This design comes from an exercise in tuning for small area and a short achievable clock period on the open sky130 flow, not from production work.
The RTL was checked by simulation tests, not by an equivalence proof against the original design.
Power figures rest on the tool's default switching activity, not on a simulated workload.

## flow/design.v (module list and top-level ports; edited modules follow where they fit)
// module Power_Spec_Cal: 2566 lines
// module fa: 4 lines
// module ha: 4 lines
// module g_inv: 3 lines
// module g_nor2: 3 lines
// module g_or2: 3 lines
// module g_xnor2: 3 lines
// module g_xor2: 3 lines
// module pfx_net: 261 lines
module Power_Spec_Cal(
           input wire clk,
           input wire rst,
           input wire dv,
           input wire [9:0] xk_index,
           input wire [24:0] fft_data_out_re,
           input wire [24:0] fft_data_out_im,
           output reg [49:0] Power_Spec,
           output reg data_valid,
           output reg dv_FFT
       );
  // ...
==> flow/flow/run.sh <==
#!/bin/bash
set -euo pipefail
MARGIN=$(cat flow/margin.txt)
PORTBUF=$(cat flow/port_buffer.txt)
bash standard.sh "SETUP_SLACK_MARGIN=$MARGIN" "BUFFER_PORTS_ARGS=-buffer_cell $PORTBUF" finish > standard_flow.log 2>&1
==> flow/flow/margin.txt <==
5.2
==> flow/flow/port_buffer.txt <==
sky130_fd_sc_hd__buf_2
==> flow/standard.sh <==
#!/bin/bash
# synth_recipe.tcl (not shown) runs the flow's synth.tcl, then flattens the netlist and writes it again
# the make line also repeats each setting of config.mk as NAME=value (left out here)
make -C /OpenROAD-flow-scripts/flow DESIGN_CONFIG=/design/flow/config.mk WORK_HOME=/design/flow/orfs CLKGATE_MAP_FILE= SYNTH_SCRIPT=/design/flow/synth_recipe.tcl "${@:-finish}"
==> flow/config.mk <==
export PLATFORM = sky130hd
export DESIGN_NAME = Power_Spec_Cal
export DESIGN_NICKNAME = Power_Spec_Cal
export VERILOG_FILES = /design/flow/design.v
export SDC_FILE = /design/flow/constraint.sdc
export NUM_CORES = 4
export LEC_CHECK = 0
export CAP_MARGIN = 20
export CORE_MARGIN = 2
export CORE_UTILIZATION = 40
export CTS_CLUSTER_DIAMETER = 120
export CTS_CLUSTER_SIZE = 25
export PLACE_DENSITY = 0.6
export SLEW_MARGIN = 20
export SYNTH_HIERARCHICAL = 1
export SYNTH_MINIMUM_KEEP_SIZE = 0
==> flow/constraint.sdc <==
create_clock -name core_clock -period 8.0 [get_ports {clk}]
set_input_delay 1.6000 -clock core_clock [delete_from_list [all_inputs] [get_ports {clk}]]
set_output_delay 1.6000 -clock core_clock [all_outputs]
set_load 0.01 [all_outputs]
==> key figures, run 1 <==
Timing
  – Post-route minimum period: 2.78 ns
  – F_max: 0.360 GHz
  – RSZ-0062 raised after global routing: true
  – Setup WS post-layout: 5.22 ns

Setup path
  – Worst Setup SP: re1[24]
  – Crit-path max cell delay: 0.53 ns
  – Worst setup SP type: register
  – CP Max Fanout: 12
  – Critical setup path kind: register to register
  – Worst r2r src: re1[24]
  – Terminus of the critical flop-to-flop path: r2[187]
  – Levels on crit path: 5

Clocking
  – Reg clk slew, reported paths: 0.10 ns
  – Post-CTS sizing: 21
  – Clock tree buffer depth: 3

Route
  – Pre-antenna DRT Iters: 5
  – DR DRC count: 0
  – Routed wire per std cell: 21.8 um
  – Via count: 16,100
  – Routed wl met2: 32,500 um

Placed design
  – PortBufs: 105
  – Placed Cells: 3,073

Power and ir drop
  – Seq. pwr: 4.28 mW
  – Clock group: 1.42 mW
  – Clock share of power: 0.136
  – Net Sw Frac: 0.379
  – Overall Power: 10.5 mW
  – Sw power: 3.98 mW

Global route
  – Met2 usage: 0.325
  – Met3 Use GR: 0.0517

Synth
  – Yosys warns: 7
  – Post-Syn Area: 27,300 um2
  – Cells after Synth: 2,147

Worst hold path
  – Worst min-delay path class: register to register
  – Hold Path Stages: 0

Final layout
  – Sequential cell count: 528
  – Commonest non-fill, non-tap cells in the layout: nand2_1, fa_1, dfxtp_1
  – Area growth from synthesis to layout: 6.60%
  – Non-clock buffer share: 0.0323
  – Clk_buf instances: 25

Run status
  – Status: no timing/DRC/antenna violations
==> inputs of run 2 (changes only) <==
==> flow/flow/margin.txt (replaced) <==
5.3
--- a/flow/config.mk
+++ b/flow/config.mk
@@ -8,8 +8,8 @@
 export CAP_MARGIN = 20
 export CORE_MARGIN = 2
-export CORE_UTILIZATION = 40
+export CORE_UTILIZATION = 55
 export CTS_CLUSTER_DIAMETER = 120
 export CTS_CLUSTER_SIZE = 25
-export PLACE_DENSITY = 0.6
+export PLACE_DENSITY = 0.7
 export SLEW_MARGIN = 20
 export SYNTH_HIERARCHICAL = 1
==> run 2 against run 1 <==
Critical path depth rose by 1. Fmax rose by 2.8%. Combinational power rose by 2%. Final cell count fell by 6.6%. Sequential power barely moved. Register-to-register slack improved by 0.07 ns. Routed wire length fell by 2.0%. Critical endpoint is now r2[188]. Global-route usage rose by 7.2 points.
==> key figures, run 2 <==
Floorplan
  – Die width: 227 um (was 265 um)
  – I/O pin count: 115 (unchanged)
  – Initial Util: 0.558 (was 0.405)
  – Total core area: 49,000 um2 (was 67,400 um2)
  – Die height: 227 um (was 265 um)
  – Placement Rows: 81 (was 95)
  – DIE AREA: 51,500 um2 (was 70,400 um2)

Timing
  – F_max: 0.370 GHz (was 0.360 GHz)
  – Final setup fails: 0 (unchanged)
  – RSZ-0062 raised after global routing: true (unchanged)
  – Slew @ Worst Pin: 0.700 ns (was 0.733 ns)
  – Final Hold Vio Count: 0 (unchanged)
  – Max-slew headroom: 0.533 (was 0.511)
  – Post-route minimum period: 2.70 ns (was 2.78 ns)
  – Share of the clock period used by the worst path: 0.338 (was 0.347)
  – Final count of pins violating max slew: 0 (unchanged)
  – Skew final: 0.0359 ns (was 0.0220 ns)
  – Setup_tns: 0 ns (unchanged)
  – Hold Slack: 0.321 ns (was 0.329 ns)

Final layout
  – Top reg by flops: r2 (unchanged)
  – Final #Nets: 2,860 (was 2,856)
  – Non-Filler Instances: 2,907 (was 3,113)
  – Commonest non-fill, non-tap cells in the layout: nand2_1, fa_1, dfxtp_1 (unchanged)
  – Final Util: 0.591 (was 0.432)
  – Max reg flops: 228 (unchanged)
  – Top flop regs: r2: 228 flops, r3: 96 flops (unchanged)
  – Ant. Diodes: 0 (unchanged)
  – Most common cell after layout, fill and taps aside: nand2_1 (unchanged)
  – Layout cell share with drive strength beyond 1: 0.101 (was 0.0987)
  – Area growth from synthesis to layout: 5.81% (was 6.60%)

Clocking
  – H-tree lvl count: 1 (unchanged)
  – Worst-skew pair later-pin latency: 0.60 ns (about the same)
  – Clock tree buffer depth: 3 (unchanged)
  – Hold_buf cts: 0 (unchanged)
  – CTS Buf Count: 25 (unchanged)
  – # clock sinks: 528 (unchanged)
  – Clk root buf: clkbuf_16 (unchanged)
  – Reg clk slew, reported paths: 0.11 ns (was 0.10 ns)
  – CTS tree: yes (unchanged)

Setup path
  – Reg2reg path depth: 6 (was 5)
  – Req. time, crit path: 8.49 ns (was 8.46 ns)
  – Slowest-stage cell, CP: fa_1 (was dfxtp_1)
  – R2R setup slack: 5.30 ns (was 5.22 ns)
  – Crit path cell chain: buf_4 -> inv_1 -> nor2_1 -> fa_1 -> fa_1 -> fa_1 (was clkinvlp_4 -> nor2_1 -> fa_1 -> fa_1 -> fa_1)
  – Critical setup path kind: register to register (unchanged)
  – CP endpoint kind: register (unchanged)
  – Worst Setup SP: im1[12] (was re1[24])
  – CP dominant cell by count: fa_1 (unchanged)
  – CP Max Fanout: 24 (was 12)
  – Cell family with the largest share of critical-path delay: adder cells (unchanged)
  – Critical path arrival: 3.19 ns (was 3.24 ns)
  – Worst setup SP type: register (unchanged)
  – Worst path buffer plus inverter count: 2 (was 1)
  – Crit-path max cell delay: 0.54 ns (was 0.53 ns)
  – Terminus of the critical flop-to-flop path: r2[188] (was r2[187])
  – Levels on crit path: 6 (was 5)
  – Worst setup path endpoint: r2[188] (was r2[187])
  – Worst r2r src: im1[12] (was re1[24])

Placed design
  – RD Place Congestion: 0.909 (was 0.891)
  – Placed Cells: 2,866 (was 3,073)
  – PortBufs: 105 (unchanged)
  – Final HPWL DP: 43,800 um (was 45,200 um)

Global route
  – Pin count of the biggest net entering global routing: 26 (unchanged)
  – Total global-route track usage: 0.268 (was 0.196)
  – Antenna violations before repair: 0 (was 2)
  – First-pass GRT wire length: 102,000 um (was 104,000 um)
  – GRT overflow: 0 (unchanged)
  – Vias in the first global route: 18,300 (was 18,100)

Route
  – Via count: 16,300 (was 16,100)
  – DRT Wirelength: 66,400 um (was 67,700 um)
  – DR iter-0 viols: 1,521 (was 1,486)
  – Vias/cell: 5.61 (was 5.17)
  – Routed Antenna Nets: 0 (unchanged)
  – Pre-antenna DRT Iters: 7 (was 5)
  – DR DRC count: 0 (unchanged)
  – Routed wire per std cell: 22.8 um (was 21.8 um)

Worst hold path
  – Worst min-delay path class: register to register (unchanged)

Synth
  – Yosys warns: 7 (unchanged)
  – Post-Syn Area: 27,300 um2 (unchanged)
  – Cells after Synth: 2,147 (unchanged)
  – Synthesized net count: 2,765 (unchanged)
  – Syn Area/Cell: 12.7 um2 (unchanged)

Power and ir drop
  – Pwr dens: 365 nW/um2 (was 361 nW/um2)
  – Worst vdd ir: 0.210 mV (was 0.219 mV)
  – Overall Power: 10.6 mW (was 10.5 mW)
  – Static leakage: 11.5 nW (about the same)

Run status
  – Status: no timing/DRC/antenna violations (unchanged)

Flow run
  – Max-cap violation count: 0 (unchanged)
==> run 2: worst min path at each step <==
stage	startpoint	end	cells after the start
final	p5[26]	Power_Spec[26]	0
after global routing	p5[48]	Power_Spec[48]	0
after CTS	p5[26]	Power_Spec[26]	0
after global placement	p4[25]	p5[25]	0
after floorplan	p5[0]	Power_Spec[0]	0
after detailed placement	p5[42]	Power_Spec[42]	0
==> run 2: cell type report <==
cell class | count | area (um2)
Fill cell | 3899 | 20000
Inverter | 60 | 229
Timing Repair Buffer | 163 | 992
Clock buffer | 26 | 639
Clock inverter | 2 | 25.0
Sequential cell | 528 | 10600
Tap cell | 664 | 831
Multi-Input combinational cell | 1463 | 15600
Timing Repair inverter | 1 | 7.51
==> run 2: per-layer routing <==
metal | global-route usage | routed length [um] | up-vias
li1 | - | - | 6599
met2 | 0.430 | 31000 | 1144
met4 | 0.121 | 3240 | 2
met5 | 0 | 24 | -
met1 | 0.339 | 23800 | 8294
met3 | 0.0792 | 8260 | 258
==> run 2: worst reg2reg max path, delay by kind of cell, from the launching register on <==
kind / cells / cell delay, ns
buffers and inverters: 2 / 0.59
DFF: 1 / 0.32
adders and majority gates: 3 / 1.44
and+or+nand+nor: 1 / 0.27
==> run 2: per-stage QoR <==
| step | setup slack (ns) | cell area, um2 |
|---|---|---|
| floorplan | 5.59 | 27300 |
| global placement | 4.51 | 27900 |
| detailed placement | 4.45 | 28000 |
| CTS | 5.28 | 28800 |
| global route | 5.22 | 28900 |
| finish | 5.30 | 28900 |
==> run 2: power by group <==
part | total [mW] | switching, mW | internal, mW
Sequential | 4.29 | 0.483 | 3.80
Combinational | 4.89 | 2.74 | 2.15
Clock | 1.39 | 0.816 | 0.577
Total | 10.6 | 4.04 | 6.53
==> run 2: what timing repair did <==
item / in CTS / in global routing
setup buffers: 3 / 9
pin swaps: 4 / 10
gates cloned: 1 / 0
gates resized for setup: 22 / 21
endpoints found under the hold margin: 0 / 0
setup endpoints to repair: 187 / 29
==> inputs of run 3 (changes only) <==
--- a/flow/config.mk
+++ b/flow/config.mk
@@ -8,8 +8,8 @@
 export CAP_MARGIN = 20
 export CORE_MARGIN = 2
-export CORE_UTILIZATION = 55
+export CORE_UTILIZATION = 40
 export CTS_CLUSTER_DIAMETER = 120
 export CTS_CLUSTER_SIZE = 25
-export PLACE_DENSITY = 0.7
+export PLACE_DENSITY = 0.65
 export SLEW_MARGIN = 20
 export SYNTH_HIERARCHICAL = 1
==> run 3 against run 2 <==
Still clean on timing, DRC and antenna. Design area rose by 1.2%. Non-clock buffer count is the same. Clock skew up 0.0048 ns. Routed wire length up 2.8%. Clock-buffer cell count fell by 1. Sequential power about the same. Global-route usage is 7.2 points lower. Area after synthesis unchanged. Utilization fell by 16 points. Register-to-register slack lost 0.03 ns. Synthesized cell count is the same. Highest routed layer is now met4.
==> key figures, run 3 <==
Clocking
  – Clock tree buffer depth: 3 (unchanged)
  – CTS Buf Count: 25 (unchanged)
  – H-tree lvl count: 1 (unchanged)
  – CTS tree: yes (unchanged)
  – Reg clk slew, reported paths: 0.09 ns (was 0.11 ns)
  – Worst-skew pair later-pin latency: 0.61 ns (was 0.60 ns)
  – # clock sinks: 528 (unchanged)
  – Hold_buf cts: 0 (unchanged)
  – Clk root buf: clkbuf_16 (unchanged)

Global route
  – Total global-route track usage: 0.196 (was 0.268)
  – Vias in the first global route: 18,700 (was 18,300)
  – Antenna violations before repair: 1 (was 0)
  – First-pass GRT wire length: 104,000 um (was 102,000 um)
  – GRT overflow: 0 (unchanged)
  – Pin count of the biggest net entering global routing: 26 (unchanged)

Route
  – Pre-antenna DRT Iters: 6 (was 7)
  – DR DRC count: 0 (unchanged)
  – DR iter-0 viols: 1,637 (was 1,521)
  – Vias/cell: 5.24 (was 5.61)
  – Routed Antenna Nets: 0 (unchanged)
  – Routed wire per std cell: 21.9 um (was 22.8 um)
  – DRT Wirelength: 68,200 um (was 66,400 um)
  – Via count: 16,300 (about the same)

Timing
  – Final setup fails: 0 (unchanged)
  – RSZ-0062 raised after global routing: true (unchanged)
  – Setup WS post-layout: 5.27 ns (was 5.30 ns)
  – Setup_tns: 0 ns (unchanged)
  – Final Hold Vio Count: 0 (unchanged)
  – Final count of pins violating max slew: 0 (unchanged)
  – Post-route minimum period: 2.73 ns (was 2.70 ns)
  – Slew @ Worst Pin: 0.733 ns (was 0.700 ns)
  – Max-slew headroom: 0.512 (was 0.533)
  – F_max: 0.366 GHz (was 0.370 GHz)
  – Share of the clock period used by the worst path: 0.341 (was 0.338)
  – Skew final: 0.0407 ns (was 0.0359 ns)

Worst hold path
  – Worst min-delay path class: register to register (unchanged)
  – Hold Path Stages: 0 (unchanged)
  – Start point of the worst hold path: p4[22] (was p5[26])
  – Hold Path End: p5[22] (was Power_Spec[26])

Final layout
  – Final #Nets: 2,861 (was 2,860)
  – Most common cell after layout, fill and taps aside: nand2_1 (unchanged)
  – Ant. Diodes: 0 (unchanged)
  – Layout cell share with drive strength beyond 1: 0.109 (was 0.101)
  – Top reg by flops: r2 (unchanged)
  – Max reg flops: 228 (unchanged)
  – Top flop regs: r2: 228 flops, r3: 96 flops (unchanged)
  – Filler cells: 6,118 (was 3,899)
  – Commonest non-fill, non-tap cells in the layout: nand2_1, fa_1, dfxtp_1 (unchanged)
  – Area growth from synthesis to layout: 7.12% (was 5.81%)
  – Footprint of the multi-input gates: 15,700 um2 (was 15,600 um2)
  – Storage cell area: 10,600 um2 (about the same)

Run status
  – Status: no timing/DRC/antenna violations (unchanged)

Setup path
  – Req. time, crit path: 8.47 ns (was 8.49 ns)
  – Critical path arrival: 3.20 ns (was 3.19 ns)
  – Terminus of the critical flop-to-flop path: r2[121] (was r2[188])
  – CP Max Fanout: 24 (unchanged)
  – R2R setup slack: 5.27 ns (was 5.30 ns)
  – Critical setup path kind: register to register (unchanged)
  – Worst setup SP type: register (unchanged)
  – Worst r2r src: re1[1] (was im1[12])
  – Crit path cell chain: inv_1 -> nor2_1 -> fa_1 -> fa_1 -> fa_1 (was buf_4 -> inv_1 -> nor2_1 -> fa_1 -> fa_1 -> fa_1)
  – CP endpoint kind: register (unchanged)
  – CP dominant cell by count: fa_1 (unchanged)
  – Slowest-stage cell, CP: dfxtp_2 (was fa_1)
  – Crit-path max cell delay: 0.80 ns (was 0.54 ns)
  – Reg2reg path depth: 5 (was 6)

Power and ir drop
  – Sequential power share: 0.405 (was 0.406)
  – Clock share of power: 0.131 (was 0.132)
  – Int Pwr: 6.55 mW (was 6.53 mW)
  – Net Sw Frac: 0.383 (was 0.382)
  – Power share of the combinational group: 0.464 (was 0.462)
  – Pwr dens: 363 nW/um2 (was 365 nW/um2)
  – Static leakage: 11.5 nW (about the same)
  – Sw power: 4.07 mW (was 4.04 mW)
  – Worst vdd ir: 0.189 mV (was 0.210 mV)

Placed design
  – Final HPWL DP: 45,500 um (was 43,800 um)
  – Pre-CTS worst setup slack: 4.53 ns (was 4.45 ns)
  – RD Place Congestion: 0.892 (was 0.909)
  – PortBufs: 105 (unchanged)

Floorplan
  – I/O pin count: 115 (unchanged)
  – Placement Rows: 95 (was 81)
  – Die height: 265 um (was 227 um)
  – Die width: 265 um (was 227 um)
  – DIE AREA: 70,400 um2 (was 51,500 um2)
  – Total core area: 67,400 um2 (was 49,000 um2)
  – Initial Util: 0.405 (was 0.558)

Synth
  – Post-Syn Area: 27,300 um2 (unchanged)
  – Synthesized net count: 2,765 (unchanged)
  – Yosys warns: 7 (unchanged)
  – Syn Area/Cell: 12.7 um2 (unchanged)
  – Cells after Synth: 2,147 (unchanged)

Flow run
  – Max-cap violation count: 0 (unchanged)
-- run 3: worst max path at each step --
| stage | from | endpoint |
|---|---|---|
| 6_report | re1[1] | r2[121] |
| 5_1_grt | r3[39] | p4[49] |
| 4_1_cts | r3[46] | p4[49] |
| 3_5_place_dp | r3[7] | p4[49] |
| 3_3_place_gp | r3[7] | p4[49] |
| 2_1_floorplan | r3[7] | p4[14] |
-- run 3: metal layers --
| metal | wire length (um) | vias to the layer above | global-route usage | part of all wire |
|---|---|---|---|---|
| li1 | - | 6606 | - | - |
| met1 | 24700 | 8321 | 0.244 | 0.36 |
| met2 | 31900 | 1138 | 0.317 | 0.47 |
| met3 | 8030 | 255 | 0.0544 | 0.12 |
| met4 | 3610 | 0 | 0.0928 | 0.053 |
| met5 | 0 | - | 0 | 0 |
-- run 3: power by group through the flow --
stage | sequential (mW) | clock [mW] | combinational [mW]
floorplan | 4.31 | 0 | 3.10
global placement | 4.33 | 0 | 4.62
detailed placement | 4.35 | 0 | 4.73
CTS | 4.30 | 1.46 | 4.88
global route | 4.42 | 1.54 | 5.54
finish | 4.30 | 1.40 | 4.93
-- run 3: timing repair --
action                     in CTS  in global routing
setup buffers                   9                  4
setup endpoints to repair     197                 34
gates resized for setup        31                 33
pin swaps                       4                  9
cloned                          2                  0
-- run 3: critical path, delay by kind of cell, from the launching register on --
family	cells	cell delay, ns
adder cells (fa/ha/maj)	3	1.34
flip-flops	1	0.80
buffers and inverters	1	0.23
AND/OR/NAND/NOR	1	0.22
-- run 3: area by class of cell --
cell class	instances	share of cell area
clock buffers	25	0.0214
clock inverters	3	0.00124
inverters	60	0.00795
multi-input cells	1463	0.535
flip-flops and latches	528	0.362
well taps	873	0.0373
repair buffers	163	0.0345
repair inverters	2	0.000513
-- run 3: per-stage QoR --
stage	power (mW)	instances	utilization	hold WS, ns	instance area [um2]
floorplan	7.42	2147	-	0.310	27300
global placement	8.95	3074	0.418	0.312	28200
finish	10.6	3117	0.434	0.317	29300
CTS	10.6	3113	0.432	0.320	29100
global route	11.5	3117	0.434	0.317	29300
detailed placement	9.08	3074	0.418	0.312	28200
==> inputs of run 4 (changes only) <==
--- a/flow/config.mk
+++ b/flow/config.mk
@@ -11,5 +11,5 @@
 export CTS_CLUSTER_DIAMETER = 120
 export CTS_CLUSTER_SIZE = 25
-export PLACE_DENSITY = 0.65
+export PLACE_DENSITY = 0.6
 export SLEW_MARGIN = 20
 export SYNTH_HIERARCHICAL = 1
==> run 4 against run 3 <==
Routed wire length shrank 0.33%. Design area grew 0.15%. Sequential share of layout area shrank 0.056 points. Synthesized cell count is the same. First-iteration DRC count shrank 16%. Worst hold slack gained 0.011 ns. Sequential cell count is the same. Sequential power is essentially flat. Final cell count grew 0.16%. Register-to-register slack gained 0.05 ns.
==> key figures, run 4 <==
Run status
  – Status: no timing/DRC/antenna violations (unchanged)

Placed design
  – Placed inst area: 28,200 um2 (about the same)
  – RD Place Congestion: 0.891 (was 0.892)
  – Final HPWL DP: 45,200 um (was 45,500 um)
  – PortBufs: 105 (unchanged)

Power and ir drop
  – Int Pwr: 6.60 mW (was 6.55 mW)
  – Net Sw Frac: 0.379 (was 0.383)
  – Sw power: 4.02 mW (was 4.07 mW)
  – Pwr dens: 362 nW/um2 (was 363 nW/um2)
  – Worst vdd ir: 0.219 mV (was 0.189 mV)
  – Sequential power share: 0.404 (was 0.405)
  – Clock share of power: 0.134 (was 0.131)
  – Static leakage: 11.5 nW (about the same)
  – Power share of the combinational group: 0.462 (was 0.464)

Final layout
  – Top flop regs: r2: 228 flops, r3: 96 flops (unchanged)
  – Ant. Diodes: 0 (unchanged)
  – Layout cell share with drive strength beyond 1: 0.108 (was 0.109)
  – Area growth from synthesis to layout: 7.28% (was 7.12%)
  – Commonest non-fill, non-tap cells in the layout: nand2_1, fa_1, dfxtp_1 (unchanged)
  – Most common cell after layout, fill and taps aside: nand2_1 (unchanged)
  – Finished Cell Area: 29,300 um2 (about the same)
  – Filler cells: 6,155 (was 6,118)
  – Final #Nets: 2,865 (was 2,861)
  – Top reg by flops: r2 (unchanged)
  – Max reg flops: 228 (unchanged)

Global route
  – GRT overflow: 0 (unchanged)
  – First-pass GRT wire length: 104,000 um (about the same)
  – Vias in the first global route: 18,100 (was 18,700)
  – Antenna violations before repair: 2 (was 1)
  – Total global-route track usage: 0.196 (about the same)
  – Pin count of the biggest net entering global routing: 26 (unchanged)

Clocking
  – Hold_buf cts: 0 (unchanged)
  – CTS tree: yes (unchanged)
  – Reg clk slew, reported paths: 0.10 ns (was 0.09 ns)
  – # clock sinks: 528 (unchanged)
  – Clk root buf: clkbuf_16 (unchanged)
  – Clock tree buffer depth: 3 (unchanged)
  – CTS Buf Count: 25 (unchanged)
  – Worst-skew pair later-pin latency: 0.60 ns (was 0.61 ns)
  – H-tree lvl count: 1 (unchanged)

Setup path
  – Reg2reg path depth: 6 (was 5)
  – Terminus of the critical flop-to-flop path: r2[188] (was r2[121])
  – Worst setup SP type: register (unchanged)
  – Critical path arrival: 1.08 ns (was 3.20 ns)
  – CP Max Fanout: 1 (was 24)
  – Critical setup path kind: register to output port (was register to register)
  – Levels on crit path: 1 (was 5)
  – CP endpoint kind: output port (was register)
  – Worst path buffer plus inverter count: 1 (unchanged)
  – Worst Setup SP: data_valid (was re1[1])
  – Req. time, crit path: 6.40 ns (was 8.47 ns)
  – Slowest-stage cell, CP: dfrtp_1 (was dfxtp_2)
  – Crit-path max cell delay: 0.37 ns (was 0.80 ns)
  – Worst setup path endpoint: data_valid (was r2[121])
  – R2R setup slack: 5.32 ns (was 5.27 ns)
  – Worst r2r src: im1[12] (was re1[1])
  – Crit path cell chain: buf_2 (was inv_1 -> nor2_1 -> fa_1 -> fa_1 -> fa_1)
  – Cell family with the largest share of critical-path delay: flip-flops (was adder cells)

Synth
  – Yosys warns: 7 (unchanged)
  – Syn Area/Cell: 12.7 um2 (unchanged)
  – Cells after Synth: 2,147 (unchanged)
  – Synthesized net count: 2,765 (unchanged)
  – Post-Syn Area: 27,300 um2 (unchanged)

Route
  – Via count: 16,100 (was 16,300)
  – Routed wire per std cell: 21.8 um (was 21.9 um)
  – Pre-antenna DRT Iters: 6 (unchanged)
  – Routed Antenna Nets: 0 (unchanged)
  – DRT Wirelength: 68,000 um (was 68,200 um)
  – DR iter-0 viols: 1,375 (was 1,637)
  – Vias/cell: 5.17 (was 5.24)
  – DR DRC count: 0 (unchanged)

Timing
  – Final Hold Vio Count: 0 (unchanged)
  – Final count of pins violating max slew: 0 (unchanged)
  – RSZ-0062 raised after global routing: true (unchanged)
  – Post-route minimum period: 2.68 ns (was 2.73 ns)
  – Share of the clock period used by the worst path: 0.336 (was 0.341)
  – Slew @ Worst Pin: 0.725 ns (was 0.733 ns)
  – Setup_tns: 0 ns (unchanged)
  – F_max: 0.373 GHz (was 0.366 GHz)
  – Max-slew headroom: 0.516 (was 0.512)
  – Final setup fails: 0 (unchanged)
  – Skew final: 0.0200 ns (was 0.0407 ns)

Floorplan
  – Total core area: 67,400 um2 (unchanged)
  – Initial Util: 0.405 (unchanged)
  – Die height: 265 um (unchanged)
  – Die width: 265 um (unchanged)
  – Placement Rows: 95 (unchanged)
  – DIE AREA: 70,400 um2 (unchanged)
  – I/O pin count: 115 (unchanged)

Flow run
  – Max-cap violation count: 0 (unchanged)

Worst hold path
  – Worst min-delay path class: register to register (unchanged)
[run 4: changes by cell type in the layout (fill, tap and decap cells not counted), moves of 2 or more]
cell	delta
a21oi_2	-2
dfxtp_4	+2
a21oi_1	+2
buf_4	+5
dfxtp_2	-6
dfxtp_1	+4
[run 4: cell type report]
cell class                      count  area, um2  share of cell area
Multi-Input combinational cell   1463      15600               0.534
Sequential cell                   528      10600               0.362
Tap cell                          873       1090              0.0373
Timing Repair Buffer              167       1040              0.0355
Clock buffer                       25        626              0.0213
Inverter                           60        233             0.00794
Clock inverter                      4       60.1             0.00205
Timing Repair inverter              2       15.0            0.000512
[run 4: what timing repair did]
action / 4_1_cts / 5_1_grt
gates resized for setup: 28 / 30
gates cloned: 2 / 0
buffers inserted: 10 / 8
pin swaps: 4 / 11
setup endpoints to repair: 116 / 32
endpoints found under the hold margin: 0 / 0
[run 4: per-stage QoR]
step                power [mW]  hold WS [ns]  worst slack [ns]   util  cells
CTS                       10.6         0.325              5.27  0.432   3114
detailed placement        9.07         0.312              4.48  0.418   3073
global route              11.6         0.335              5.23  0.435   3122
floorplan                 7.42         0.310              5.59      -   2147
finish                    10.6         0.328              5.32  0.435   3122
global placement          8.98         0.312              4.49  0.418   3073
[run 4: per-layer routing]
metal / share of wire / global-route usage / up-vias
li1: - / - / 6607
met1: 0.37 / 0.246 / 8346
met2: 0.48 / 0.325 / 976
met3: 0.11 / 0.0522 / 196
met4: 0.040 / 0.0745 / 4
met5: 0.00040 / 0 / -
[run 4: worst min path at each step]
stage | end | cells after the start | start
finish | r3[92] | 0 | r2[224]
floorplan | Power_Spec[0] | 0 | p5[0]
CTS | r3[92] | 0 | r2[224]
detailed placement | Power_Spec[20] | 0 | p5[20]
global placement | p5[6] | 0 | p4[6]
global route | Power_Spec[20] | 0 | p5[20]
[run 4: power groups by stage]
| stage | combinational, mW | clock [mW] | sequential, mW |
|---|---|---|---|
| 2_1_floorplan | 3.10 | 0 | 4.31 |
| 3_3_place_gp | 4.65 | 0 | 4.33 |
| 3_5_place_dp | 4.72 | 0 | 4.35 |
| 4_1_cts | 4.85 | 1.48 | 4.30 |
| 5_1_grt | 5.58 | 1.57 | 4.42 |
| 6_report | 4.90 | 1.42 | 4.29 |
==> inputs of run 5 (changes only) <==
--- a/flow/config.mk
+++ b/flow/config.mk
@@ -15,2 +15,3 @@
 export SYNTH_HIERARCHICAL = 1
 export SYNTH_MINIMUM_KEEP_SIZE = 0
+export TNS_END_PERCENT = 5
==> run 5 against run 4 <==
Still clean. Sequential power barely moved. Power fell by 0.73%. Clock power barely moved. Area after synthesis did not move. Final cell count fell by 0.22%. Largest cell class unchanged. Largest power group unchanged.
==> key figures, run 5 <==
Run status
  – Status: no timing/DRC/antenna violations (unchanged)

Final layout
  – Final #Nets: 2,857 (was 2,865)
  – Top reg by flops: r2 (unchanged)
  – Non-Filler Instances: 3,115 (was 3,122)
  – Max reg flops: 228 (unchanged)
  – Most common cell after layout, fill and taps aside: nand2_1 (unchanged)
  – Commonest non-fill, non-tap cells in the layout: nand2_1, fa_1, dfxtp_1 (unchanged)
  – Top flop regs: r2: 228 flops, r3: 96 flops (unchanged)
  – Layout cell share with drive strength beyond 1: 0.102 (was 0.108)
  – Final Util: 0.433 (was 0.435)
  – Finished Cell Area: 29,200 um2 (was 29,300 um2)
  – Area growth from synthesis to layout: 6.81% (was 7.28%)

Clocking
  – Clock tree buffer depth: 3 (unchanged)
  – # clock sinks: 528 (unchanged)
  – Clk root buf: clkbuf_16 (unchanged)
  – Hold_buf cts: 0 (unchanged)
  – Worst-skew pair later-pin latency: 0.60 ns (about the same)
  – CTS Buf Count: 25 (unchanged)
  – CTS tree: yes (unchanged)
  – Reg clk slew, reported paths: 0.11 ns (was 0.10 ns)
  – H-tree lvl count: 1 (unchanged)

Floorplan
  – Initial Util: 0.405 (unchanged)
  – Placement Rows: 95 (unchanged)
  – Die width: 265 um (unchanged)
  – I/O pin count: 115 (unchanged)
  – Total core area: 67,400 um2 (unchanged)
  – Die height: 265 um (unchanged)
  – DIE AREA: 70,400 um2 (unchanged)

Synth
  – Yosys warns: 7 (unchanged)
  – Synthesized net count: 2,765 (unchanged)
  – Cells after Synth: 2,147 (unchanged)
  – Syn Area/Cell: 12.7 um2 (unchanged)
  – Post-Syn Area: 27,300 um2 (unchanged)

Route
  – DR iter-0 viols: 1,407 (was 1,375)
  – Pre-antenna DRT Iters: 7 (was 6)
  – Vias/cell: 5.19 (was 5.17)
  – Via count: 16,200 (was 16,100)
  – Routed wire per std cell: 21.8 um (about the same)
  – DR DRC count: 0 (unchanged)
  – DRT Wirelength: 68,000 um (about the same)
  – Routed Antenna Nets: 0 (unchanged)

Placed design
  – PortBufs: 105 (unchanged)
  – Final HPWL DP: 45,200 um (unchanged)
  – Placed inst area: 28,200 um2 (unchanged)
  – Placed Cells: 3,073 (unchanged)
  – RD Place Congestion: 0.891 (unchanged)

Timing
  – Setup_tns: 0 ns (unchanged)
  – Post-route minimum period: 2.89 ns (was 2.68 ns)
  – Final count of pins violating max slew: 0 (unchanged)
  – Max-slew headroom: 0.501 (was 0.516)
  – Skew final: 0.0210 ns (was 0.0200 ns)
  – F_max: 0.346 GHz (was 0.373 GHz)
  – Share of the clock period used by the worst path: 0.361 (was 0.336)
  – Final setup fails: 0 (unchanged)
  – Slew @ Worst Pin: 0.748 ns (was 0.725 ns)
  – Final Hold Vio Count: 0 (unchanged)
  – RSZ-0062 raised after global routing: true (unchanged)
  – Hold Slack: 0.329 ns (was 0.328 ns)

Setup path
  – Worst setup SP type: register (unchanged)
  – Cell family with the largest share of critical-path delay: adder cells (was flip-flops)
  – Slowest-stage cell, CP: dfxtp_2 (was dfrtp_1)
  – CP dominant cell by count: fa_1
  – Worst path buffer plus inverter count: 1 (unchanged)
  – CP Max Fanout: 24 (was 1)
  – Critical path arrival: 3.35 ns (was 1.08 ns)
  – Req. time, crit path: 8.46 ns (was 6.40 ns)
  – Critical setup path kind: register to register (was register to output port)
  – Crit path cell chain: inv_1 -> nor2_1 -> fa_1 -> fa_1 -> fa_1 (was buf_2)
  – Crit-path max cell delay: 0.82 ns (was 0.37 ns)
  – CP endpoint kind: register (was output port)

Global route
  – Antenna violations before repair: 2 (unchanged)
  – Total global-route track usage: 0.196 (about the same)
  – First-pass GRT wire length: 104,000 um (about the same)
  – GRT overflow: 0 (unchanged)
  – Vias in the first global route: 18,100 (about the same)
  – Pin count of the biggest net entering global routing: 26 (unchanged)

Power and ir drop
  – Pwr dens: 361 nW/um2 (was 362 nW/um2)
  – Static leakage: 11.5 nW (about the same)
  – Worst vdd ir: 0.219 mV (about the same)

Flow run
  – Max-cap violation count: 0 (unchanged)

Worst hold path
  – Worst min-delay path class: register to register (unchanged)
-- run 5: cell count changes in the layout (fill, tap and decap cells not counted), sizes merged --
cell,delta
buf,-8
diode,+1
-- run 5: where the power goes --
part	internal [mW]	total (mW)	switching, mW	leakage [nW]
clock	0.601	1.43	0.824	0.338
sequential	3.81	4.29	0.481	4.46
combinational	2.13	4.83	2.69	6.65
total	6.54	10.5	4.00	11.5
-- run 5: cell type report --
cell class,instances,area [um2]
multi-input combinational,1463,15600
timing repair inverter,2,15.0
antenna,1,2.50
sequential,528,10600
clock inverter,4,60.1
tap,873,1090
inverter,60,233
timing repair buffer,159,943
fill,6159,38200
clock buffer,25,626
-- run 5: final timing paths --
path | startpoint | endpoint | slack (ns) | depth (start not counted)
worst min-delay path | r2[224] | r3[92] | 0.33 | 0
worst max-delay path | re1[1] | r2[121] | 5.11 | 5
max in group asynchronous | rst | dv_FFT | 6.99 | 2
worst min register to register | r2[224] | r3[92] | 0.33 | 0
min in group asynchronous | rst | data_valid | 0.87 | 2
worst max register to register | re1[1] | r2[121] | 5.11 | 5
-- run 5: worst register-to-register path, stage by stage (launching register included) --
cell and delay, ns:
dfxtp_2 0.82, inv_1 0.27, nor2_1 0.27, fa_1 0.49, fa_1 0.42, fa_1 0.48
-- run 5: routing by layer --
metal  vias up  wire length (um)  global-route usage
met5         -                27                   0
met4         4              2680              0.0745
met3       208              7070              0.0517
met2       983             32800               0.325
met1      8374             25400               0.246
li1       6592                 -                   -
-- run 5: stage by stage --
step	total power, mW	setup slack, ns
after detailed placement	9.07	4.48
after floorplan	7.42	5.59
after CTS	10.6	5.19
final	10.5	5.11
after global placement	8.98	4.49
after global routing	11.5	5.15
-- run 5: repair_timing --
item	CTS	global route
endpoints found under the setup margin	116	64
pin swaps	1	10
buffers inserted	7	3
resized for setup	20	21
cloned	2	0
==> inputs of run 6 (changes only) <==
--- a/flow/config.mk
+++ b/flow/config.mk
@@ -10,8 +10,7 @@
 export CORE_UTILIZATION = 40
 export CTS_CLUSTER_DIAMETER = 120
-export CTS_CLUSTER_SIZE = 25
+export CTS_CLUSTER_SIZE = 28
 export PLACE_DENSITY = 0.6
 export SLEW_MARGIN = 20
 export SYNTH_HIERARCHICAL = 1
 export SYNTH_MINIMUM_KEEP_SIZE = 0
-export TNS_END_PERCENT = 5
==> run 6 against run 5 <==
Still clean. Sequential share of layout area barely moved. Global-route usage hardly changed. Sequential cell count unchanged. Power fell by 0.34%. Critical path type unchanged. Critical endpoint is now r2[188].
==> key figures, run 6 <==
Floorplan
  – Total core area: 67,400 um2 (unchanged)
  – Die height: 265 um (unchanged)
  – Die width: 265 um (unchanged)
  – Initial Util: 0.405 (unchanged)
  – DIE AREA: 70,400 um2 (unchanged)
  – I/O pin count: 115 (unchanged)
  – Placement Rows: 95 (unchanged)

Setup path
  – Crit-path max cell delay: 0.51 ns (was 0.82 ns)
  – Worst path buffer plus inverter count: 2 (was 1)
  – Worst setup SP type: register (unchanged)
  – Critical path arrival: 3.15 ns (was 3.35 ns)
  – Crit path cell chain: buf_4 -> inv_1 -> nor2_1 -> fa_1 -> fa_1 -> fa_1 (was inv_1 -> nor2_1 -> fa_1 -> fa_1 -> fa_1)
  – CP dominant cell by count: fa_1 (unchanged)
  – CP endpoint kind: register (unchanged)
  – Cell family with the largest share of critical-path delay: adder cells (unchanged)
  – Req. time, crit path: 8.47 ns (was 8.46 ns)
  – Critical setup path kind: register to register (unchanged)
  – CP Max Fanout: 24 (unchanged)
  – Slowest-stage cell, CP: fa_1 (was dfxtp_2)

Clocking
  – H-tree lvl count: 1 (unchanged)
  – Worst-skew pair later-pin latency: 0.60 ns (about the same)
  – CTS Buf Count: 23 (was 25)
  – CTS tree: yes (unchanged)
  – Clock tree buffer depth: 3 (unchanged)
  – Hold_buf cts: 0 (unchanged)
  – # clock sinks: 528 (unchanged)
  – Reg clk slew, reported paths: 0.12 ns (was 0.11 ns)
  – Clk root buf: clkbuf_16 (unchanged)

Global route
  – GRT overflow: 0 (unchanged)
  – Antenna violations before repair: 2 (unchanged)
  – Total global-route track usage: 0.196 (about the same)
  – First-pass GRT wire length: 104,000 um (about the same)
  – Vias in the first global route: 18,200 (was 18,100)
  – Pin count of the biggest net entering global routing: 29 (was 26)

Placed design
  – Final HPWL DP: 45,200 um (unchanged)
  – RD Place Congestion: 0.891 (unchanged)
  – Placed Cells: 3,073 (unchanged)
  – PortBufs: 105 (unchanged)

Route
  – Routed Antenna Nets: 0 (unchanged)
  – Pre-antenna DRT Iters: 8 (was 7)
  – Via count: 16,100 (was 16,200)
  – DRT Wirelength: 68,000 um (about the same)
  – DR iter-0 viols: 1,393 (was 1,407)
  – Routed wire per std cell: 21.8 um (about the same)
  – Vias/cell: 5.17 (was 5.19)
  – DR DRC count: 0 (unchanged)

Flow run
  – Max-cap violation count: 0 (unchanged)

Timing
  – Hold Slack: 0.333 ns (was 0.329 ns)
  – F_max: 0.373 GHz (was 0.346 GHz)
  – Final count of pins violating max slew: 0 (unchanged)
  – Max-slew headroom: 0.529 (was 0.501)
  – Final setup fails: 0 (unchanged)
  – Post-route minimum period: 2.68 ns (was 2.89 ns)
  – Final Hold Vio Count: 0 (unchanged)
  – Share of the clock period used by the worst path: 0.335 (was 0.361)
  – Setup_tns: 0 ns (unchanged)
  – Skew final: 0.0432 ns (was 0.0210 ns)
  – RSZ-0062 raised after global routing: true (unchanged)
  – Slew @ Worst Pin: 0.706 ns (was 0.748 ns)

Synth
  – Synthesized net count: 2,765 (unchanged)
  – Syn Area/Cell: 12.7 um2 (unchanged)
  – Post-Syn Area: 27,300 um2 (unchanged)
  – Yosys warns: 7 (unchanged)
  – Cells after Synth: 2,147 (unchanged)

Final layout
  – Commonest non-fill, non-tap cells in the layout: nand2_1, fa_1, dfxtp_1 (unchanged)
  – Final #Nets: 2,859 (was 2,857)
  – Layout cell share with drive strength beyond 1: 0.106 (was 0.102)
  – Area growth from synthesis to layout: 6.99% (was 6.81%)
  – Most common cell after layout, fill and taps aside: nand2_1 (unchanged)
  – Max reg flops: 228 (unchanged)
  – Ant. Diodes: 0 (was 1)
  – Non-Filler Instances: 3,117 (was 3,115)
  – Top flop regs: r2: 228 flops, r3: 96 flops (unchanged)
  – Top reg by flops: r2 (unchanged)

Power and ir drop
  – Static leakage: 11.5 nW (about the same)
  – Pwr dens: 359 nW/um2 (was 361 nW/um2)
  – Worst vdd ir: 0.259 mV (was 0.219 mV)

Run status
  – Status: no timing/DRC/antenna violations (unchanged)

Worst hold path
  – Worst min-delay path class: register to register (unchanged)
[run 6: worst paths after layout]
check,from,end,slack (ns),cells past startpoint
worst min-delay path,p5[9],Power_Spec[9],0.33,0
worst min register to register,p5[9],Power_Spec[9],0.33,0
worst max-delay path,im1[12],r2[188],5.32,6
max in group asynchronous,rst,dv_FFT,6.98,2
min in group asynchronous,rst,data_valid,0.88,2
worst max register to register,im1[12],r2[188],5.32,6
[run 6: per-layer routing]
| layer | global-route usage | vias up | wire length (um) |
|---|---|---|---|
| met2 | 0.324 | 936 | 32700 |
| met1 | 0.245 | 8363 | 25100 |
| met5 | 0 | - | 27 |
| met4 | 0.0782 | 4 | 2880 |
| li1 | - | 6602 | - |
| met3 | 0.0521 | 219 | 7290 |
[run 6: power by group]
part | internal (mW) | switching [mW]
clock | 0.548 | 0.810
sequential | 3.80 | 0.484
combinational | 2.15 | 2.70
total | 6.50 | 4.00
[run 6: area by class of cell]
class | instances | area (um2)
inverters | 60 | 233
clock buffers | 24 | 601
repair buffers | 163 | 1020
flip-flops and latches | 528 | 10600
clock inverters | 4 | 35.0
multi-input cells | 1463 | 15600
fillers | 6149 | 38200
well taps | 873 | 1090
repair inverters | 2 | 15.0
[run 6: what timing repair did]
item | in CTS | in global routing
resized for setup | 26 | 35
setup buffers | 11 | 3
hold endpoints to repair | 0 | 0
pin swaps | 4 | 6
endpoints found under the setup margin | 120 | 38
cloned | 2 | 0
[run 6: worst reg2reg max path, cell delays in order, from the launching register on]
cell and delay, ns:
dfxtp_1 0.33, buf_4 0.36, inv_1 0.16, nor2_1 0.29, fa_1 0.49, fa_1 0.51
fa_1 0.41
[run 6: per-stage QoR]
step / cell area (um2) / total power [mW] / setup WS [ns] / util
detailed placement: 28200 / 9.07 / 4.48 / 0.418
CTS: 29100 / 10.6 / 5.27 / 0.431
floorplan: 27300 / 7.42 / 5.59 / -
finish: 29200 / 10.5 / 5.32 / 0.434
global route: 29200 / 11.4 / 5.27 / 0.434
global placement: 28200 / 8.98 / 4.49 / 0.418
==> inputs of run 7 (changes only) <==
==> flow/flow/port_buffer.txt (replaced) <==
sky130_fd_sc_hd__buf_1
==> run 7 against run 6 <==
Register-to-register slack gained 0.03 ns. Final cell count rose by 0.26%. Utilization rose by 0.17 points. Combinational power increased by 4%. Clock power grew 3%. Via count down 1.0%. Clock skew shrank 0.0083 ns. Synthesized cell count unchanged. Design area is 0.38% higher. Clock-buffer cell count down 1. Power rose by 2.2%. Largest cell class unchanged.
==> key figures, run 7 <==
Final layout
  – Top flop regs: r2: 228 flops, r3: 96 flops (unchanged)
  – Layout cell share with drive strength beyond 1: 0.0937 (was 0.106)
  – Filler cells: 6,151 (was 6,149)
  – Non-Filler Instances: 3,125 (was 3,117)
  – Footprint of the multi-input gates: 15,700 um2 (was 15,600 um2)
  – Most common cell after layout, fill and taps aside: nand2_1 (unchanged)
  – Ant. Diodes: 0 (unchanged)
  – Storage cell area: 10,600 um2 (about the same)
  – Final #Nets: 2,867 (was 2,859)
  – Finished Cell Area: 29,300 um2 (was 29,200 um2)
  – Max reg flops: 228 (unchanged)
  – Commonest non-fill, non-tap cells in the layout: nand2_1, fa_1, dfxtp_1 (unchanged)
  – Top reg by flops: r2 (unchanged)
  – Area growth from synthesis to layout: 7.39% (was 6.99%)

Floorplan
  – Initial Util: 0.405 (unchanged)
  – Die width: 265 um (unchanged)
  – Die height: 265 um (unchanged)
  – DIE AREA: 70,400 um2 (unchanged)
  – Total core area: 67,400 um2 (unchanged)
  – Placement Rows: 95 (unchanged)
  – I/O pin count: 115 (unchanged)

Synth
  – Post-Syn Area: 27,300 um2 (unchanged)
  – Syn Area/Cell: 12.7 um2 (unchanged)
  – Cells after Synth: 2,147 (unchanged)
  – Yosys warns: 7 (unchanged)
  – Synthesized net count: 2,765 (unchanged)

Setup path
  – Req. time, crit path: 6.40 ns (was 8.47 ns)
  – Worst path buffer plus inverter count: 1 (was 2)
  – Slowest-stage cell, CP: dfrtp_1 (was fa_1)
  – Cell family with the largest share of critical-path delay: flip-flops (was adder cells)
  – Critical setup path kind: register to output port (was register to register)
  – Critical path arrival: 1.08 ns (was 3.15 ns)
  – Worst setup SP type: register (unchanged)
  – CP Max Fanout: 1 (was 24)
  – Crit path cell chain: clkbuf_2 (was buf_4 -> inv_1 -> nor2_1 -> fa_1 -> fa_1 -> fa_1)
  – Crit-path max cell delay: 0.37 ns (was 0.51 ns)
  – CP endpoint kind: output port (was register)

Global route
  – GRT overflow: 0 (unchanged)
  – Vias in the first global route: 18,200 (about the same)
  – Pin count of the biggest net entering global routing: 29 (unchanged)
  – First-pass GRT wire length: 103,000 um (was 104,000 um)
  – Total global-route track usage: 0.195 (was 0.196)
  – Antenna violations before repair: 1 (was 2)

Timing
  – Post-route minimum period: 2.68 ns (about the same)
  – Setup_tns: 0 ns (unchanged)
  – Final Hold Vio Count: 0 (unchanged)
  – Share of the clock period used by the worst path: 0.335 (about the same)
  – Slew @ Worst Pin: 0.659 ns (was 0.706 ns)
  – Final setup fails: 0 (unchanged)
  – F_max: 0.373 GHz (about the same)
  – Max-slew headroom: 0.561 (was 0.529)
  – Skew final: 0.0349 ns (was 0.0432 ns)
  – RSZ-0062 raised after global routing: true (unchanged)
  – Final count of pins violating max slew: 0 (unchanged)

Route
  – Routed Antenna Nets: 0 (unchanged)
  – DR DRC count: 0 (unchanged)
  – Via count: 16,000 (was 16,100)
  – DRT Wirelength: 67,900 um (was 68,000 um)
  – Pre-antenna DRT Iters: 6 (was 8)
  – Vias/cell: 5.11 (was 5.17)
  – Routed wire per std cell: 21.7 um (was 21.8 um)
  – DR iter-0 viols: 1,446 (was 1,393)

Clocking
  – H-tree lvl count: 1 (unchanged)
  – Hold_buf cts: 0 (unchanged)
  – Clk root buf: clkbuf_16 (unchanged)
  – Clock tree buffer depth: 3 (unchanged)
  – Worst-skew pair later-pin latency: 0.60 ns (about the same)
  – Reg clk slew, reported paths: 0.10 ns (was 0.12 ns)
  – CTS tree: yes (unchanged)
  – # clock sinks: 528 (unchanged)
  – CTS Buf Count: 23 (unchanged)

Placed design
  – PortBufs: 105 (unchanged)
  – Final HPWL DP: 45,400 um (was 45,200 um)
  – Placed Cells: 3,074 (was 3,073)
  – RD Place Congestion: 0.898 (was 0.891)
  – Placed inst area: 28,100 um2 (was 28,200 um2)

Power and ir drop
  – Overall Power: 10.7 mW (was 10.5 mW)
  – Worst vdd ir: 0.244 mV (was 0.259 mV)
  – Static leakage: 11.4 nW (was 11.5 nW)
  – Pwr dens: 366 nW/um2 (was 359 nW/um2)

Run status
  – Status: no timing/DRC/antenna violations (unchanged)

Worst hold path
  – Worst min-delay path class: register to register (unchanged)

Flow run
  – Max-cap violation count: 0 (unchanged)
run 7: final cells by class:
cell class / count / share of cell area
Clock buffer: 23 / 0.0196
Timing Repair Buffer: 172 / 0.0357
Tap cell: 873 / 0.0372
Clock inverter: 5 / 0.00247
Inverter: 60 / 0.00780
Multi-Input combinational cell: 1463 / 0.535
Sequential cell: 528 / 0.362
Timing Repair inverter: 1 / 0.000256
run 7: routing by layer:
| metal | global-route usage | up-vias | share of wire |
|---|---|---|---|
| met5 | 0 | - | 0.00077 |
| met4 | 0.0898 | 2 | 0.049 |
| met3 | 0.0470 | 220 | 0.10 |
| met2 | 0.319 | 918 | 0.47 |
| met1 | 0.244 | 8209 | 0.37 |
| li1 | - | 6614 | - |
run 7: path summary, 6_finish.rpt:
kind / from / end / slack, ns / cells past startpoint
max in group asynchronous: rst / data_valid / 7.02 / 2
min reg2reg: p5[38] / Power_Spec[38] / 0.32 / 0
max reg2reg: re1[10] / r2[71] / 5.35 / 5
min in group asynchronous: rst / dv_FFT / 0.84 / 2
min: p5[38] / Power_Spec[38] / 0.32 / 0
max: data_valid / data_valid / 5.32 / 1
run 7: per-stage QoR:
step,hold slack (ns),util,worst slack [ns]
3_5_place_dp,0.312,0.417,4.47
3_3_place_gp,0.312,0.417,4.49
4_1_cts,0.322,0.430,5.19
6_report,0.323,0.435,5.32
2_1_floorplan,0.310,-,5.59
5_1_grt,0.326,0.435,5.26
run 7: what timing repair did:
action | 4_1_cts | 5_1_grt
pin swaps | 6 | 24
endpoints found under the setup margin | 133 | 71
resized for setup | 50 | 84
gates cloned | 1 | 0
buffers inserted | 6 | 16
run 7: power breakdown:
part | leakage, nW | switching (mW) | internal [mW] | total [mW]
registers | 4.46 | 0.494 | 3.81 | 4.31
clock network | 0.318 | 0.833 | 0.564 | 1.40
logic | 6.61 | 2.75 | 2.27 | 5.03
total | 11.4 | 4.08 | 6.65 | 10.7
==> inputs of run 8 (changes only) <==
--- a/flow/config.mk
+++ b/flow/config.mk
@@ -10,7 +10,8 @@
 export CORE_UTILIZATION = 40
 export CTS_CLUSTER_DIAMETER = 120
-export CTS_CLUSTER_SIZE = 28
+export CTS_CLUSTER_SIZE = 25
 export PLACE_DENSITY = 0.6
 export SLEW_MARGIN = 20
 export SYNTH_HIERARCHICAL = 1
 export SYNTH_MINIMUM_KEEP_SIZE = 0
+export TNS_END_PERCENT = 20
==> run 8 against run 7 <==
Clock power about the same. Clock-buffer cell count up 4. Die area unchanged. Clock skew down 0.018 ns. Utilization down 0.40 points. Critical path depth up 5. Worst hold slack better by 0.00098 ns. Final cell count down 0.26%. Global-route usage about the same. Sequential power about the same. Register-to-register slack worse by 0.08 ns. Non-clock buffer count down 10. Highest routed layer unchanged.
==> key figures, run 8 <==
Run status
  – Status: no timing/DRC/antenna violations (unchanged)

Timing
  – Post-route minimum period: 2.73 ns (was 2.68 ns)
  – Final setup fails: 0 (unchanged)
  – Skew final: 0.0167 ns (was 0.0349 ns)
  – Slew @ Worst Pin: 0.691 ns (was 0.659 ns)
  – Share of the clock period used by the worst path: 0.341 (was 0.335)
  – F_max: 0.367 GHz (was 0.373 GHz)
  – Setup WS post-layout: 5.27 ns (was 5.32 ns)
  – RSZ-0062 raised after global routing: true (unchanged)
  – Max-slew headroom: 0.539 (was 0.561)
  – Setup_tns: 0 ns (unchanged)
  – Hold Slack: 0.324 ns (was 0.323 ns)
  – Final count of pins violating max slew: 0 (unchanged)
  – Final Hold Vio Count: 0 (unchanged)

Placed design
  – Final HPWL DP: 45,400 um (unchanged)
  – PortBufs: 105 (unchanged)
  – RD Place Congestion: 0.898 (unchanged)
  – Placed Cells: 3,074 (unchanged)
  – Placed inst area: 28,100 um2 (unchanged)
  – Pre-CTS worst setup slack: 4.47 ns (unchanged)

Final layout
  – Footprint of the multi-input gates: 15,600 um2 (was 15,700 um2)
  – Top reg by flops: r2 (unchanged)
  – Storage cell area: 10,600 um2 (about the same)
  – Ant. Diodes: 0 (unchanged)
  – Most common cell after layout, fill and taps aside: nand2_1 (unchanged)
  – Filler cells: 6,157 (was 6,151)
  – Commonest non-fill, non-tap cells in the layout: nand2_1, fa_1, dfxtp_1 (unchanged)
  – Final #Nets: 2,859 (was 2,867)
  – Area growth from synthesis to layout: 6.41% (was 7.39%)
  – Max reg flops: 228 (unchanged)
  – Layout cell share with drive strength beyond 1: 0.0548 (was 0.0937)
  – Top flop regs: r2: 228 flops, r3: 96 flops (unchanged)
  – Finished Cell Area: 29,100 um2 (was 29,300 um2)
  – Final Util: 0.431 (was 0.435)
  – Non-Filler Instances: 3,117 (was 3,125)

Flow run
  – Max-cap violation count: 0 (unchanged)

Route
  – Routed Antenna Nets: 0 (unchanged)
  – Vias/cell: 5.13 (was 5.11)
  – DR iter-0 viols: 1,438 (was 1,446)
  – DR DRC count: 0 (unchanged)
  – Routed wire per std cell: 21.7 um (about the same)
  – Pre-antenna DRT Iters: 6 (unchanged)
  – Via count: 16,000 (about the same)
  – DRT Wirelength: 67,600 um (was 67,900 um)

Setup path
  – Critical path arrival: 3.20 ns (was 1.08 ns)
  – Req. time, crit path: 8.48 ns (was 6.40 ns)
  – CP Max Fanout: 24 (was 1)
  – CP endpoint kind: register (was output port)
  – Critical setup path kind: register to register (was register to output port)
  – Worst setup SP type: register (unchanged)

Synth
  – Synthesized net count: 2,765 (unchanged)
  – Syn Area/Cell: 12.7 um2 (unchanged)
  – Yosys warns: 7 (unchanged)
  – Cells after Synth: 2,147 (unchanged)
  – Post-Syn Area: 27,300 um2 (unchanged)

Clocking
  – Worst-skew pair later-pin latency: 0.59 ns (was 0.60 ns)
  – Reg clk slew, reported paths: 0.10 ns (about the same)
  – Hold_buf cts: 0 (unchanged)
  – Clk root buf: clkbuf_16 (unchanged)
  – CTS tree: yes (unchanged)
  – # clock sinks: 528 (unchanged)
  – H-tree lvl count: 1 (unchanged)
  – Clock tree buffer depth: 3 (unchanged)
  – CTS Buf Count: 25 (was 23)

Floorplan
  – Total core area: 67,400 um2 (unchanged)
  – Initial Util: 0.405 (unchanged)
  – Die width: 265 um (unchanged)
  – Die height: 265 um (unchanged)
  – I/O pin count: 115 (unchanged)
  – DIE AREA: 70,400 um2 (unchanged)
  – Placement Rows: 95 (unchanged)

Power and ir drop
  – Worst vdd ir: 0.193 mV (was 0.244 mV)
  – Overall Power: 10.5 mW (was 10.7 mW)
  – Pwr dens: 362 nW/um2 (was 366 nW/um2)
  – Static leakage: 11.2 nW (was 11.4 nW)

Global route
  – GRT overflow: 0 (unchanged)
  – Antenna violations before repair: 1 (unchanged)
  – Total global-route track usage: 0.195 (about the same)
  – Vias in the first global route: 18,100 (was 18,200)
  – First-pass GRT wire length: 103,000 um (about the same)
  – Pin count of the biggest net entering global routing: 26 (was 29)

Worst hold path
  – Worst min-delay path class: register to register (unchanged)
==> run 8: worst paths after layout <==
kind / from / slack, ns / depth (start not counted) / end
worst min-delay path: p5[38] / 0.32 / 0 / Power_Spec[38]
min in group asynchronous: rst / 0.85 / 2 / dv_FFT
worst max-delay path: re1[6] / 5.27 / 6 / r2[153]
worst max register to register: re1[6] / 5.27 / 6 / r2[153]
worst min register to register: p5[38] / 0.32 / 0 / Power_Spec[38]
max in group asynchronous: rst / 7.02 / 2 / data_valid
==> run 8: cell type report <==
class / count / share of cell area
clock buffers: 27 / 0.0221
clock inverters: 3 / 0.00108
inverters: 60 / 0.00787
multi-input cells: 1463 / 0.537
flip-flops and latches: 528 / 0.365
well taps: 873 / 0.0376
repair buffers: 162 / 0.0294
repair inverters: 1 / 0.000258
==> run 8: where the power goes <==
group | switching (mW) | total (mW) | internal (mW) | leakage (nW)
Clock | 0.824 | 1.40 | 0.581 | 0.333
Combinational | 2.70 | 4.84 | 2.14 | 6.38
Sequential | 0.484 | 4.29 | 3.80 | 4.46
Total | 4.01 | 10.5 | 6.52 | 11.2
==> run 8: timing repair <==
item                                   in CTS  in global routing
gates cloned                                1                  0
pin swaps                                   4                  6
setup buffers                               7                  5
gates resized for setup                    24                 19
endpoints found under the hold margin       0                  0
setup endpoints to repair                 129                 79
==> run 8: routing by layer <==
metal  global-route usage  part of all wire  wire, um  up-vias
met1                0.247              0.37     25300     8164
met2                0.326              0.48     32700     1009
li1                     -                 -         -     6607
met5                    0           0.00016        11        -
met3               0.0421              0.10      6810      200
met4               0.0786             0.042      2820        2
==> run 8: worst max-delay path: stages, from the launching register on <==
cell and delay (ns):
dfxtp_1 0.33, buf_4 0.37, inv_1 0.22, nor2_1 0.20, fa_1 0.47, fa_1 0.57
fa_1 0.42
==> inputs of run 9 (changes only) <==
==> flow/flow/margin.txt (replaced) <==
5.35
--- a/flow/config.mk
+++ b/flow/config.mk
@@ -15,3 +15,2 @@
 export SYNTH_HIERARCHICAL = 1
 export SYNTH_MINIMUM_KEEP_SIZE = 0
-export TNS_END_PERCENT = 20
==> run 9 against run 8 <==
Utilization is 0.54 points higher. Area after synthesis stayed put. First-iteration DRC count is 3.8% lower. Critical path depth is 5 lower. Sequential share of layout area is 0.28 points lower.
==> key figures, run 9 <==
Run status
  – Status: no timing/DRC/antenna violations (unchanged)

Route
  – Routed Antenna Nets: 0 (unchanged)
  – Via count: 16,100 (was 16,000)
  – DRT Wirelength: 67,700 um (was 67,600 um)
  – Pre-antenna DRT Iters: 5 (was 6)
  – Routed wire per std cell: 21.7 um (about the same)
  – DR iter-0 viols: 1,384 (was 1,438)
  – DR DRC count: 0 (unchanged)
  – Vias/cell: 5.15 (was 5.13)

Setup path
  – Crit path cell chain: clkbuf_2 (was buf_4 -> inv_1 -> nor2_1 -> fa_1 -> fa_1 -> fa_1)
  – Worst setup path endpoint: data_valid (was r2[153])
  – Reg2reg path depth: 5 (was 6)
  – Levels on crit path: 1 (was 6)
  – Worst path buffer plus inverter count: 1 (was 2)
  – Cell family with the largest share of critical-path delay: flip-flops (was adder cells)
  – Slowest-stage cell, CP: dfrtp_1 (was fa_1)
  – Critical setup path kind: register to output port (was register to register)
  – CP Max Fanout: 1 (was 24)
  – Req. time, crit path: 6.40 ns (was 8.48 ns)
  – CP endpoint kind: output port (was register)
  – Terminus of the critical flop-to-flop path: r2[116] (was r2[153])
  – Worst Setup SP: data_valid (was re1[6])
  – Worst r2r src: im1[13] (was re1[6])
  – R2R setup slack: 5.37 ns (was 5.27 ns)
  – Worst setup SP type: register (unchanged)
  – Crit-path max cell delay: 0.37 ns (was 0.57 ns)
  – Critical path arrival: 1.07 ns (was 3.20 ns)

Global route
  – Pin count of the biggest net entering global routing: 26 (unchanged)
  – Vias in the first global route: 18,100 (about the same)
  – GRT overflow: 0 (unchanged)
  – First-pass GRT wire length: 103,000 um (about the same)
  – Total global-route track usage: 0.195 (about the same)
  – Antenna violations before repair: 1 (unchanged)

Power and ir drop
  – Pwr dens: 363 nW/um2 (was 362 nW/um2)
  – Worst vdd ir: 0.193 mV (about the same)
  – Static leakage: 11.4 nW (was 11.2 nW)

Placed design
  – Final HPWL DP: 45,400 um (unchanged)
  – RD Place Congestion: 0.898 (unchanged)
  – PortBufs: 105 (unchanged)

Clocking
  – CTS Buf Count: 25 (unchanged)
  – Reg clk slew, reported paths: 0.09 ns (was 0.10 ns)
  – Clock tree buffer depth: 3 (unchanged)
  – Hold_buf cts: 0 (unchanged)
  – # clock sinks: 528 (unchanged)
  – Clk root buf: clkbuf_16 (unchanged)
  – CTS tree: yes (unchanged)
  – Worst-skew pair later-pin latency: 0.59 ns (about the same)
  – H-tree lvl count: 1 (unchanged)

Timing
  – Final setup fails: 0 (unchanged)
  – Post-route minimum period: 2.67 ns (was 2.73 ns)
  – Final Hold Vio Count: 0 (unchanged)
  – Share of the clock period used by the worst path: 0.334 (was 0.341)
  – Max-slew headroom: 0.598 (was 0.539)
  – Final count of pins violating max slew: 0 (unchanged)
  – Slew @ Worst Pin: 0.602 ns (was 0.691 ns)
  – RSZ-0062 raised after global routing: true (unchanged)
  – Skew final: 0.0178 ns (was 0.0167 ns)
  – F_max: 0.374 GHz (was 0.367 GHz)
  – Setup_tns: 0 ns (unchanged)

Floorplan
  – DIE AREA: 70,400 um2 (unchanged)
  – Placement Rows: 95 (unchanged)
  – Die height: 265 um (unchanged)
  – Die width: 265 um (unchanged)
  – Initial Util: 0.405 (unchanged)
  – I/O pin count: 115 (unchanged)
  – Total core area: 67,400 um2 (unchanged)

Final layout
  – Most common cell after layout, fill and taps aside: nand2_1 (unchanged)
  – Final Util: 0.437 (was 0.431)
  – Footprint of the multi-input gates: 15,700 um2 (was 15,600 um2)
  – Ant. Diodes: 0 (unchanged)
  – Max reg flops: 228 (unchanged)
  – Commonest non-fill, non-tap cells in the layout: nand2_1, fa_1, dfxtp_1 (unchanged)
  – Filler cells: 6,147 (was 6,157)
  – Top reg by flops: r2 (unchanged)
  – Top flop regs: r2: 228 flops, r3: 96 flops (unchanged)
  – Storage cell area: 10,700 um2 (was 10,600 um2)
  – Area growth from synthesis to layout: 7.73% (was 6.41%)
  – Layout cell share with drive strength beyond 1: 0.0949 (was 0.0548)
  – Final #Nets: 2,860 (was 2,859)

Flow run
  – Max-cap violation count: 0 (unchanged)

Worst hold path
  – Worst min-delay path class: register to register (unchanged)

Synth
  – Syn Area/Cell: 12.7 um2 (unchanged)
  – Synthesized net count: 2,765 (unchanged)
  – Yosys warns: 7 (unchanged)
  – Post-Syn Area: 27,300 um2 (unchanged)
  – Cells after Synth: 2,147 (unchanged)
[run 9: cell type report]
type	count	area share
multi-input combinational	1463	0.532
timing repair buffer	163	0.0381
clock buffer	27	0.0218
clock inverter	3	0.00106
inverter	60	0.00778
timing repair inverter	1	0.000255
sequential	528	0.362
tap	873	0.0371
[run 9: routing by layer]
metal  wire, um  up-vias  GRT usage
met2      32800     1014      0.326
met4       2760        2     0.0779
met1      25100     8222      0.246
met3       7030      201     0.0422
met5         54        -          0
li1           -     6611          -
[run 9: worst min path at each step]
stage | slack (ns) | startpoint | cells past startpoint | end
3_3_place_gp | 0.31 | p4[3] | 0 | p5[3]
5_1_grt | 0.32 | p5[36] | 0 | Power_Spec[36]
4_1_cts | 0.32 | p5[38] | 0 | Power_Spec[38]
6_report | 0.32 | p5[38] | 0 | Power_Spec[38]
3_5_place_dp | 0.31 | p5[20] | 0 | Power_Spec[20]
2_1_floorplan | 0.31 | p5[0] | 0 | Power_Spec[0]
[run 9: timing repair]
| item | CTS | global route |
|---|---|---|
| pin swaps | 6 | 12 |
| setup endpoints to repair | 170 | 96 |
| cloned | 1 | 0 |
| resized for setup | 101 | 74 |
| setup buffers | 6 | 7 |
[run 9: where the power goes]
part	internal [mW]	switching [mW]
clock network	0.581	0.825
logic	2.25	2.71
registers	3.82	0.503
[run 9: through the flow]
stage          std cells  hold WS [ns]  total power, mW  worst slack, ns  instance area [um2]
2_1_floorplan       2147         0.310             7.42             5.59                27300
3_3_place_gp        3074         0.312             8.95             4.49                28100
3_5_place_dp        3074         0.312             9.05             4.47                28100
4_1_cts             3111         0.324             10.7             5.28                29100
5_1_grt             3118         0.321             11.6             5.26                29400
6_report            3118         0.317             10.7             5.33                29400

-- what the ideal ports hide --
In the flow no input, the clock included, has a driving cell. The finished layouts below were timed again as built, in two steps. Step 1, drivers: a clkbuf_16 drives clk and a buf_2 each remaining input, both assumed. Step 2 also shifts input and output timing later by t, the mid clock arrival at the registers, as if the neighbouring blocks saw the same clock. Three values: ideal ports, drivers, drivers and shift; two values: the first two.
run	t, ns	setup slack, ns	worst setup path after step 2	latest minus earliest clock arrival (ns)	cell pins on the clock port's net
run 1	0.650	5.225 / 5.225 / 5.225	register to register	0.023 / 0.022	1
run 2	0.641	5.299 / 5.252 / 5.299	register to register	0.037 / 0.037	1
run 3	0.647	5.270 / 5.252 / 5.270	register to register	0.041 / 0.041	1
run 4	0.649	5.316 / 5.255 / 5.319	register to register	0.021 / 0.021	1
run 5	0.651	5.113 / 5.113 / 5.113	register to register	0.022 / 0.021	1
run 6	0.639	5.322 / 5.273 / 5.322	register to register	0.045 / 0.045	1
run 7	0.647	5.316 / 5.255 / 5.349	register to register	0.035 / 0.035	1
run 8	0.645	5.273 / 5.250 / 5.273	register to register	0.016 / 0.017	1
run 9	0.645	5.326 / 5.266 / 5.369	register to register	0.018 / 0.018	1
After both steps every run listed still meets setup and hold.
